From an optimization exercise on the open Yosys and OpenROAD flow, aimed at small area; shortcuts taken in it are not production practice.
In this exercise RTL edits were held to simulation tests only and were not proved equivalent to the original.
The flow treats the clock pin as an ideal source, which a real chip does not have.
No activity file was given, so power comes from the tool's default toggle rates.

==> flow/design.v (outline; a module is shown in full before it is edited, if it fits) <==
// module filter_fir: 3482 lines
// module fir_fa: 4 lines
// module fir_ha: 4 lines
// module fir_nand2: 3 lines
// module fir_nor2: 3 lines
module filter_fir(input clk, input rst, input signed [15:0] din, output signed [15:0] dout);
  // ...
==> flow/flow/run.sh <==
#!/bin/bash
# The standard layout (standard.sh) with: the clock tree built without dummy load cells,
# port buffers of the smallest buffer cell, and a post-CTS step that upsizes clock leaf buffers
# whose sinks would see a slow clock slew.
set -euo pipefail
CTS="-sink_clustering_enable -repair_clock_nets -dont_use_dummy_load -sink_clustering_size 24 -sink_clustering_max_diameter 50 -buf_list {sky130_fd_sc_hd__clkbuf_4 sky130_fd_sc_hd__clkbuf_8}"
export LEAF_SLEW_PS=90
bash standard.sh "CTS_ARGS=$CTS" "BUFFER_PORTS_ARGS=-buffer_cell sky130_fd_sc_hd__buf_1" "POST_CTS_TCL=$(pwd)/flow/post_cts.tcl" finish > standard_flow.log 2>&1
==> flow/flow/post_cts.tcl <==
# Upsize the clock-tree leaf buffers whose flip-flop clock pins see a slow slew
# (placement-based estimate), so that the routed clock meets the slew limit.
estimate_parasitics -placement
set thr $::env(LEAF_SLEW_PS)
set n_up 0
set gworst 0.0
foreach net [get_nets -quiet clknet_leaf_*] {
  set worst 0.0
  foreach pin [get_pins -quiet -of_objects $net -filter "direction==input"] {
    foreach a {max min} {
      foreach e {rise fall} {
        set s [get_property $pin slew_${a}_$e]
        if {[string is double -strict $s]} {
          set ps [expr {[sta::time_ui_sta $s] * 1e12}]
          if {$ps > $worst} { set worst $ps }
        }
      }
    }
  }
  if {$worst > $gworst} { set gworst $worst }
  if {$worst > $thr} {
    foreach d [get_pins -quiet -of_objects $net -filter "direction==output"] {
      set inst [get_cells -of_objects $d]
      set cname [get_property $inst ref_name]
      set to ""
      if {$cname eq "sky130_fd_sc_hd__clkbuf_4"} { set to sky130_fd_sc_hd__clkbuf_8 }
      if {$cname eq "sky130_fd_sc_hd__clkbuf_8"} { set to sky130_fd_sc_hd__clkbuf_16 }
      if {$to ne ""} {
        replace_cell [get_full_name $inst] $to
        incr n_up
        puts "post_cts: upsized [get_full_name $inst] $cname -> $to (estimated sink slew [format %.1f $worst] ps)"
      }
    }
  }
}
puts "post_cts: worst estimated leaf sink slew [format %.1f $gworst] ps, upsized $n_up clock buffers"
if {$n_up > 0} {
  detailed_placement
  check_placement -verbose
  estimate_parasitics -placement
}
==> flow/standard.sh <==
#!/bin/bash
# synth_recipe.tcl (not shown) runs the flow's synth.tcl, then flattens the netlist and writes it again
# the make line also repeats each setting of config.mk as NAME=value (left out here)
make -C /OpenROAD-flow-scripts/flow DESIGN_CONFIG=/design/flow/config.mk WORK_HOME=/design/flow/orfs CLKGATE_MAP_FILE= SYNTH_SCRIPT=/design/flow/synth_recipe.tcl "${@:-finish}"
==> flow/config.mk <==
export PLATFORM = sky130hd
export DESIGN_NAME = filter_fir
export DESIGN_NICKNAME = filter_fir
export VERILOG_FILES = /design/flow/design.v
export SDC_FILE = /design/flow/constraint.sdc
export NUM_CORES = 8
export LEC_CHECK = 0
export CAP_MARGIN = 20
export CORE_MARGIN = 2
export CORE_UTILIZATION = 40
export PLACE_DENSITY = 0.85
export SLEW_MARGIN = 20
export SYNTH_HIERARCHICAL = 1
==> flow/constraint.sdc <==
create_clock -name core_clock -period 6.5 [get_ports {clk}]
set_input_delay 1.3000 -clock core_clock [delete_from_list [all_inputs] [get_ports {clk}]]
set_output_delay 1.3000 -clock core_clock [all_outputs]
set_load 0.01 [all_outputs]
==> flow_summary.json, run 1 <==
{
  "nNetsFinal": 3702,
  "syn_area_sq_mm": 0.0446,
  "largest_reg_flops": 31,
  "seq_cells": 1260,
  "num-multi-input-gates": 1200,
  "grt_pass1_wl_mm": 138,
  "startpoint_type": "flop",
  "synth-seq-cells": 1260,
  "gp_congestion": 0.942,
  "synthTopCellsByArea": "dfxtp_1, fa_1, ha_1",
  "drive_gt1_share_pct": 4.38,
  "dpl.hpwl_mm": 72.0,
  "synth_common_cells": "dfxtp_1, fa_1, inv_1, nand2_1, ha_1",
  "critPathTopFamily": "adder cells",
  "pg_comb_mw": 8.57,
  "switching_share_pct": 33.6,
  "grt_use_total_pct": 16.8,
  "required_ns": 7.13,
  "crit_chain": "fa_1, fa_1, fa_1, ha_1, fa_1, fa_1, fa_1, fa_1, fa_1, fa_1, fa_1, fa_1, nand2_1",
  "met2_usage_pct": 27.7,
  "synth_area_per_cell_sq_um": 16.7,
  "min-delay-start": "w5[6]$_DFF_P_",
  "holdWs_ns": 0.258,
  "drc_errors": 0,
  "status": "complete, no violations",
  "grt_pass1_vias": 22300,
  "cellPowerDensity_mw_per_mm2": 432,
  "period_minus_slack_ns": 6.18,
  "seq_area_share_pct": 52.0,
  "critPathLaunch": "w62[10]$_DFF_P_",
  "synth-xor-area-share_pct": 0.196,
  "finalCritPeriodShare_pct": 95.1,
  "preCtsSetupSlack_ns": 0.384,
  "relSlewSlack_pct": 42.7,
  "met3_usage_pct": 3.90,
  "place_area_sq_mm": 0.0468,
  "worst-path-stages": 13,
  "wl_mm": 90.4
}
==> run 2, diff against run 1 <==
--- a/flow/design.v
+++ b/flow/design.v
@@ -1,17 +1,17 @@
 module filter_fir(input clk, input rst, input signed [15:0] din, output signed [15:0] dout);
   reg [15:0] d0;
   reg [15:0] d1;
   reg [15:0] d2;
   reg [15:0] d3;
   reg [15:0] d4;
   reg [15:0] d5;
   reg [15:0] d6;
-  reg [6:0] cnt;
+  reg [3:0] cnt;
   reg [15:0] w0;   
   reg [15:0] w1;   
   reg [15:0] w2;   
   reg [15:0] w3;   
   reg [15:0] w4;   
   reg [15:0] w5;   
   reg [15:0] w6;   
   reg [15:0] w7;   
@@ -3177,108 +3177,100 @@
   fir_fa u_s38031 (.a(c37995), .b(s37996), .ci(c38030), .s(s38031), .co(c38032));
   fir_fa u_s38033 (.a(c37997), .b(s37998), .ci(c38032), .s(s38033), .co(c38034));
   fir_fa u_s38035 (.a(c37999), .b(s38000), .ci(c38034), .s(s38035), .co(c38036));
   fir_fa u_s38037 (.a(c38001), .b(i37569), .ci(c38036), .s(s38037), .co(c38038));
   fir_ha u_s38039 (.a(i37573), .b(i37574), .s(s38039), .co(c38040));
   fir_ha u_s38041 (.a(i37575), .b(c38040), .s(s38041), .co(c38042));
   fir_ha u_s38043 (.a(i37576), .b(c38042), .s(s38043), .co(c38044));
   fir_ha u_s38045 (.a(i37577), .b(c38044), .s(s38045), .co(c38046));
-  wire g7 = rst | (cnt >= 7'd60);    
+  wire g7 = rst | (cnt >= 4'd6);    
   wire gn7 = ~g7;
-  wire g8 = rst | (cnt >= 7'd59);    
+  wire g8 = rst | (cnt >= 4'd5);    
   wire gn8 = ~g8;
-  wire g9 = rst | (cnt >= 7'd58);    
+  wire g9 = rst | (cnt >= 4'd4);    
   wire gn9 = ~g9;
-  wire g19 = rst | (cnt >= 7'd48);    
-  wire gn19 = ~g19;
-  wire g28 = rst | (cnt >= 7'd39);    
-  wire gn28 = ~g28;
-  wire g37 = rst | (cnt >= 7'd30);    
-  wire gn37 = ~g37;
-  wire g46 = rst | (cnt >= 7'd21);    
-  wire gn46 = ~g46;
-  wire g56 = rst | (cnt >= 7'd11);    
-  wire gn56 = ~g56;
-  wire g66 = rst | (cnt >= 7'd1);    
-  wire gn66 = ~g66;
+  wire g10 = rst | (cnt >= 4'd3);    
+  wire gn10 = ~g10;
+  wire g12 = rst | (cnt >= 4'd1);    
+  wire gn12 = ~g12;
   wire [15:0] wn0;
   fir_nand2 #(15) u_g0 (.a({15{gn7}}), .b(d6[14:0]), .y(wn0[14:0]));
   fir_nor2 #(1) u_h0 (.a(g7), .b(d6[15]), .y(wn0[15]));
   wire [15:0] wn1 = w0;
   wire [15:0] wn2 = w1;
   wire [15:0] wn3 = w2;
   wire [15:0] wn4 = ~w3;
   wire [15:0] wn5 = w4;
   wire [15:0] wn6 = w5;
   wire [15:0] wn7 = w6;
   wire [15:0] wn8 = w7;
   wire [15:0] wn9 = w8;
   wire [15:0] wn10 = w9;
   wire [15:0] wn11 = w10;
   wire [15:0] wn12;
-  fir_nand2 #(15) u_g12 (.a({15{gn19}}), .b(w11[14:0]), .y(wn12[14:0]));
-  fir_nor2 #(1) u_h12 (.a(g19), .b(w11[15]), .y(wn12[15]));
+  fir_nand2 #(15) u_g12 (.a({15{gn12}}), .b(w11[14:0]), .y(wn12[14:0]));
+  fir_nor2 #(1) u_h12 (.a(g12), .b(w11[15]), .y(wn12[15]));
   wire [15:0] wn13 = w12;
   wire [15:0] wn14 = w13;
   wire [15:0] wn15 = w14;
   wire [15:0] wn16 = w15;
   wire [15:0] wn17 = w16;
   wire [15:0] wn18 = w17;
   wire [15:0] wn19 = w18;
   wire [15:0] wn20 = w19;
   wire [15:0] wn21;
-  fir_nor2 #(15) u_g21 (.a({15{g28}}), .b(w20[14:0]), .y(wn21[14:0]));
-  fir_nand2 #(1) u_h21 (.a(gn28), .b(w20[15]), .y(wn21[15]));
+  fir_nor2 #(15) u_g21 (.a({15{g9}}), .b(w20[14:0]), .y(wn21[14:0]));
+  fir_nand2 #(1) u_h21 (.a(gn9), .b(w20[15]), .y(wn21[15]));
   wire [15:0] wn22 = w21;
   wire [15:0] wn23 = w22;
   wire [15:0] wn24 = w23;
   wire [15:0] wn25 = w24;
   wire [15:0] wn26 = w25;
   wire [15:0] wn27 = w26;
   wire [15:0] wn28 = w27;
   wire [15:0] wn29 = w28;
   wire [15:0] wn30;
-  assign wn30[14:0] = w29[14:0] & {15{gn37}};
-  assign wn30[15:15] = w29[15:15] | {1{g37}};
+  assign wn30[14:0] = w29[14:0] & {15{gn9}};
+  assign wn30[15:15] = w29[15:15] | {1{g9}};
   wire [15:0] wn31 = w30;
   wire [15:0] wn32 = w31;
   wire [15:0] wn33 = w32;
   wire [15:0] wn34 = w33;
   wire [15:0] wn35 = w34;
   wire [15:0] wn36 = w35;
   wire [15:0] wn37 = w36;
   wire [15:0] wn38 = w37;
   wire [15:0] wn39;
-  fir_nand2 #(15) u_g39 (.a({15{gn46}}), .b(w38[14:0]), .y(wn39[14:0]));
-  fir_nor2 #(1) u_h39 (.a(g46), .b(w38[15]), .y(wn39[15]));
+  fir_nand2 #(15) u_g39 (.a({15{gn9}}), .b(w38[14:0]), .y(wn39[14:0]));
+  fir_nor2 #(1) u_h39 (.a(g9), .b(w38[15]), .y(wn39[15]));
   wire [15:0] wn40 = w39;
   wire [15:0] wn41 = w40;
   wire [15:0] wn42 = w41;
   wire [15:0] wn43 = w42;
   wire [15:0] wn44 = w43;
   wire [15:0] wn45 = w44;
   wire [15:0] wn46 = ~w45;
   wire [15:0] wn47 = w46;
   wire [15:0] wn48 = w47;
   wire [15:0] wn49;
-  fir_nand2 #(15) u_g49 (.a({15{gn56}}), .b(w48[14:0]), .y(wn49[14:0]));
-  fir_nor2 #(1) u_h49 (.a(g56), .b(w48[15]), .y(wn49[15]));
+  fir_nand2 #(15) u_g49 (.a({15{gn10}}), .b(w48[14:0]), .y(wn49[14:0]));
+  fir_nor2 #(1) u_h49 (.a(g10), .b(w48[15]), .y(wn49[15]));
   wire [15:0] wn50 = w49;
   wire [15:0] wn51 = w50;
   wire [15:0] wn52 = w51;
   wire [15:0] wn53 = w52;
   wire [15:0] wn54 = w53;
   wire [15:0] wn55 = w54;
   wire [15:0] wn56 = w55;
   wire [15:0] wn57 = w56;
   wire [15:0] wn58 = w57;
   wire [15:0] wn59;
-  assign wn59[14:0] = w58[14:0] | {15{g66}};
-  assign wn59[15:15] = w58[15:15] & {1{gn66}};
+  assign wn59[14:0] = w58[14:0] | {15{g10}};
+  assign wn59[15:15] = w58[15:15] & {1{gn10}};
   wire [15:0] wn60 = w59;
   wire [15:0] wn61 = w60;
   wire [15:0] wn62 = w61;
   wire [30:0] s1_n;
   wire [30:0] s1_d = {s36074, s36072, s36070, s36068, s36066, s36064, s36062, s36060, s36058, s36056, s36054, s36052, s36050, s36048, s36046, s36044, s36042, s36040, s36038, s36036, s36034, s36032, s36030, s36028, s36026, s36024, s36022, s36020, s36018, s36016, s36014};
   fir_nand2 #(1) u_s1_0 (.a(gn8), .b(s1_d[0]), .y(s1_n[0]));
   fir_nand2 #(1) u_s1_1 (.a(gn8), .b(s1_d[1]), .y(s1_n[1]));
   fir_nand2 #(1) u_s1_2 (.a(gn8), .b(s1_d[2]), .y(s1_n[2]));
@@ -3390,17 +3382,17 @@
   always @(posedge clk) begin
     d0 <= {~din[15], din[14:0]};    
     d1 <= d0;
     d2 <= d1;
     d3 <= d2;
     d4 <= d3;
     d5 <= d4;
     d6 <= d5;
-    if (rst) cnt <= 7'd66; else if (cnt != 7'd0) cnt <= cnt - 7'd1;
+    if (rst) cnt <= 4'd12; else if (cnt != 4'd0) cnt <= cnt - 4'd1;
     w0 <= wn0;
     w1 <= wn1;
     w2 <= wn2;
     w3 <= wn3;
     w4 <= wn4;
     w5 <= wn5;
     w6 <= wn6;
     w7 <= wn7;
==> flow/flow/run.sh (replaced) <==
#!/bin/bash
# The standard layout (standard.sh) with the clock tree built without dummy load cells
# and the port buffers made of the smallest buffer cell.
set -euo pipefail
CTS="-sink_clustering_enable -repair_clock_nets -dont_use_dummy_load -sink_clustering_size 19 -sink_clustering_max_diameter 58 -buf_list {sky130_fd_sc_hd__clkbuf_2 sky130_fd_sc_hd__clkbuf_4 sky130_fd_sc_hd__clkbuf_8}"
bash standard.sh "CTS_ARGS=$CTS" "BUFFER_PORTS_ARGS=-buffer_cell sky130_fd_sc_hd__buf_1" finish > standard_flow.log 2>&1
==> flow/config.mk (replaced) <==
export PLATFORM = sky130hd
export DESIGN_NAME = filter_fir
export DESIGN_NICKNAME = filter_fir
export VERILOG_FILES = /design/flow/design.v
export SDC_FILE = /design/flow/constraint.sdc
export NUM_CORES = 8
export LEC_CHECK = 0
export CAP_MARGIN = 0
export CORE_MARGIN = 2
export CORE_UTILIZATION = 40
export GPL_ROUTABILITY_DRIVEN = 0
export GPL_TIMING_DRIVEN = 0
export SLEW_MARGIN = 0
export SYNTH_HIERARCHICAL = 1
removed: flow/flow/post_cts.tcl
==> run 2 against run 1 <==
Net effect: cell count shrank 1.0%; critical path depth grew 1; sequential share of layout area grew 0.78 points; worst setup slack lost 0.089 ns; wire length grew 2.0%; fmax shrank 1.4%; non-clock buffer count shrank 29; total power shrank 30%; hold slack gained 0.0091 ns; count of clock-buffer cells in the layout grew 16; sequential cell count shrank 3.
==> flow_summary.json, run 2 <==
{
  "hp-class": "reg -> reg",
  "dr.pass1.iters": 4,
  "async_reset_ff_share_pct": 0,
  "fmax_mhz": 159,
  "peakVddDrop_v": 0.000184,
  "skew_ns": 0.109,
  "dp_cells": 4167,
  "first_iter_violations": 835,
  "place_area_sq_mm": 0.0465,
  "cp_max_fo": 8,
  "fp.coreArea_sq_mm": 0.110,
  "cellPowerDensity_mw_per_mm2": 310,
  "cts.sinks": 1257,
  "fp.dieH_um": 337,
  "crit_path_frequent_cell": "fa_1",
  "area_delta_synth_final_pct": 7.40,
  "syn_area_sq_mm": 0.0444,
  "endpoint_kind": "flop",
  "wl_mm": 92.2,
  "fin_area_sq_mm": 0.0477,
  "vias_per_cell": 4.35,
  "synth-seq-cells": 1257,
  "cts_made_buffers": 87,
  "synthFlopType": "dfxtp_1",
  "cp.arrival_ns": 6.88,
  "ioPinCount": 34,
  "yosys.cell_count.top_type": "dfxtp_1",
  "synthTopCellsByArea": "dfxtp_1, fa_1, ha_1",
  "required_ns": 7.11,
  "criticalPathCategory": "reg -> reg",
  "final_common_cell": "dfxtp_1",
  "grt_pass1_vias": 21700,
  "grt_use_total_pct": 17.3,
  "die_w_um": 337,
  "dieArea_sq_mm": 0.114,
  "leakagePower_nw": 18.6,
  "max_cap_violations": 0,
  "yosys_warnings": 7,
  "antenna_found_initial": 3,
  "clockBufferDepth": 3,
  "clock_latency_ns": 0.77,
  "nNetsFinal": 3662,
  "crit_chain": "fa_1, fa_1, fa_1, fa_1, ha_1, fa_1, fa_1, fa_1, fa_1, fa_1, fa_1, fa_1, fa_1, nand2_1",
  "drive_gt1_share_pct": 4.27,
  "ant_nets": 0,
  "avgRoutedWirePerCell_um": 21.7,
  "start_util_pct": 40.2,
  "cpPeakStageDelay_ns": 0.62,
  "utilization_pct": 43.2,
  "final_cell_mix": "dfxtp_1, fa_1, inv_1",
  "drc_errors": 0,
  "synth_cells": 2643,
  "grt_max_degree": 50,
  "syn-num-nets": 3537,
  "startpoint_type": "flop",
  "portBuffers": 33,
  "cts_root_buffer": "clkbuf_8",
  "drv_slew": 0,
  "rows": 122,
  "synth_area_per_cell_sq_um": 16.8,
  "synth-edff-count": 0,
  "grt_pass1_wl_mm": 140,
  "num_vias": 18500,
  "hold_viol_final": 0,
  "rsz0062_at_grt": "no",
  "setup_viol": 0,
  "period_minus_slack_ns": 6.27,
  "fin_cells": 4255,
  "synth_top_area_cell": "dfxtp_1",
  "finalCritPeriodShare_pct": 96.5,
  "largest_reg_flops": 31,
  "htreeDepth": 3,
  "dpl.hpwl_mm": 73.8,
  "slowest_stage": "dfxtp_2",
  "holdWs_ns": 0.267,
  "regMostFlops": "s1",
  "cts_tree": "built",
  "synth_common_cells": "dfxtp_1, fa_1, inv_1, nand2_1, ha_1",
  "worst_pin_slew_ns": 1.27,
  "synth_cell_types": 40,
  "path_clk_slew_ns": 0.11,
  "synth_top_area_share_pct": 56.7,
  "relSlewSlack_pct": 15.4,
  "status": "complete, no violations",
  "reg_top3": "s1 (31), s2 (28), s3 (25)",
  "synth_seq_area_share_pct": 56.7,
  "grt.overflow.total": 0
}
-- run 2: area by class of cell --
type,count,area [sq um]
antenna,1,2.50
buffer,6,27.5
clock buffer,87,1200
fill,9736,62700
inverter,205,772
multi-input combinational,1175,18400
sequential,1257,25200
tap,1488,1860
timing repair buffer,36,199
-- run 2: where the power goes --
group	leakage (nW)	internal, mW	switching, mW
Clock	0.626	1.20	2.26
Combinational	7.79	1.57	1.72
Sequential	10.2	7.90	0.115
Total	18.6	10.7	4.09
-- run 2: modules after synthesis, one instance, submodules excluded, a selection --
module	flops+latches	times used
fir_ha	0	56
filter_fir	1257	1
fir_fa	0	804
-- run 2: metal layers --
metal	up-vias	wire, um	global-route usage [%]
met3	126	4290	3.68
met4	0	2260	4.68
met5	-	0	0
met1	9919	41300	23.5
li1	8164	-	-
met2	294	44300	28.1
-- run 2: repair_timing --
action                                  4_1_cts  5_1_grt
resized for setup                             6        7
setup buffers                                 0        0
hold buffers                                  0        0
endpoints found under the setup margin        3        4
-- run 2: final timing paths --
kind | cells past startpoint | from | slack [ns] | endpoint
worst max-delay path | 14 | w0[1]$_DFF_P_ | 0.23 | s1[11]$_DFF_P_
worst min-delay path | 0 | w59[5]$_DFF_P_ | 0.27 | w60[5]$_DFF_P_
worst max register to register | 14 | w0[1]$_DFF_P_ | 0.23 | s1[11]$_DFF_P_
worst min register to register | 0 | w59[5]$_DFF_P_ | 0.27 | w60[5]$_DFF_P_
-- run 2: metrics by stage --
step	setup TNS [ns]	power, mW	setup slack [ns]
floorplan	0	10.6	0.561
global placement	-0.259	11.5	-0.206
detailed placement	-0.147	11.6	-0.119
CTS	0	15.0	0.0423
global route	0	15.8	0.0104
finish	0	14.8	0.227
-- run 2: cell families (layout without fill, tap and decap cells) --
| kind of cell | count (synthesis) | after routing | synth area share, % |
|---|---|---|---|
| simple gates | 253 | 253 | 2.48 |
| buf+inv | 211 | 334 | 1.79 |
| fa+ha+maj | 879 | 879 | 38.4 |
| other cells | 0 | 1 | 0 |
| xor+xnor | 8 | 8 | 0.158 |
| flops | 1257 | 1257 | 56.7 |
| compound gates | 35 | 35 | 0.516 |
-- run 2: critical path: cells and delay by family, from the launching register on --
| family | cells | cell delay (ns) |
|---|---|---|
| adders and majority gates | 13 | 5.48 |
| and+or+nand+nor | 1 | 0.05 |
| DFF | 1 | 0.62 |

[separate check: timing with driven ports]
In the flow no input, the clock included, has a driving cell. The finished layouts below were timed again as built, in two steps.
Step 1 sets driving cells, clkbuf_16 on the clock port and buf_2 on the other inputs (assumed; they add their load-dependent delay and slew).
Step 2 times the ports against the registers' clock, not the clock port: input delays grow and output delays shrink by t, the midpoint of the rising clock arrivals with the driver on.
a / b / c = ideal / step 1 / step 2; a / b = the first two.
run | t, ns | setup WS [ns] | hold slack, ns | clock arrival spread, ns | slew at the worst register clock pin (ns)
run 1 | 0.805 | 0.316 / 0.316 / 0.316 | 0.258 / 0.258 / 0.258 | 0.103 / 0.102 | 0.09 / 0.09
run 2 | 0.785 | 0.227 / 0.227 / 0.227 | 0.267 / 0.267 / 0.267 | 0.109 / 0.109 | 0.11 / 0.11
After both steps every run listed still meets setup and hold.
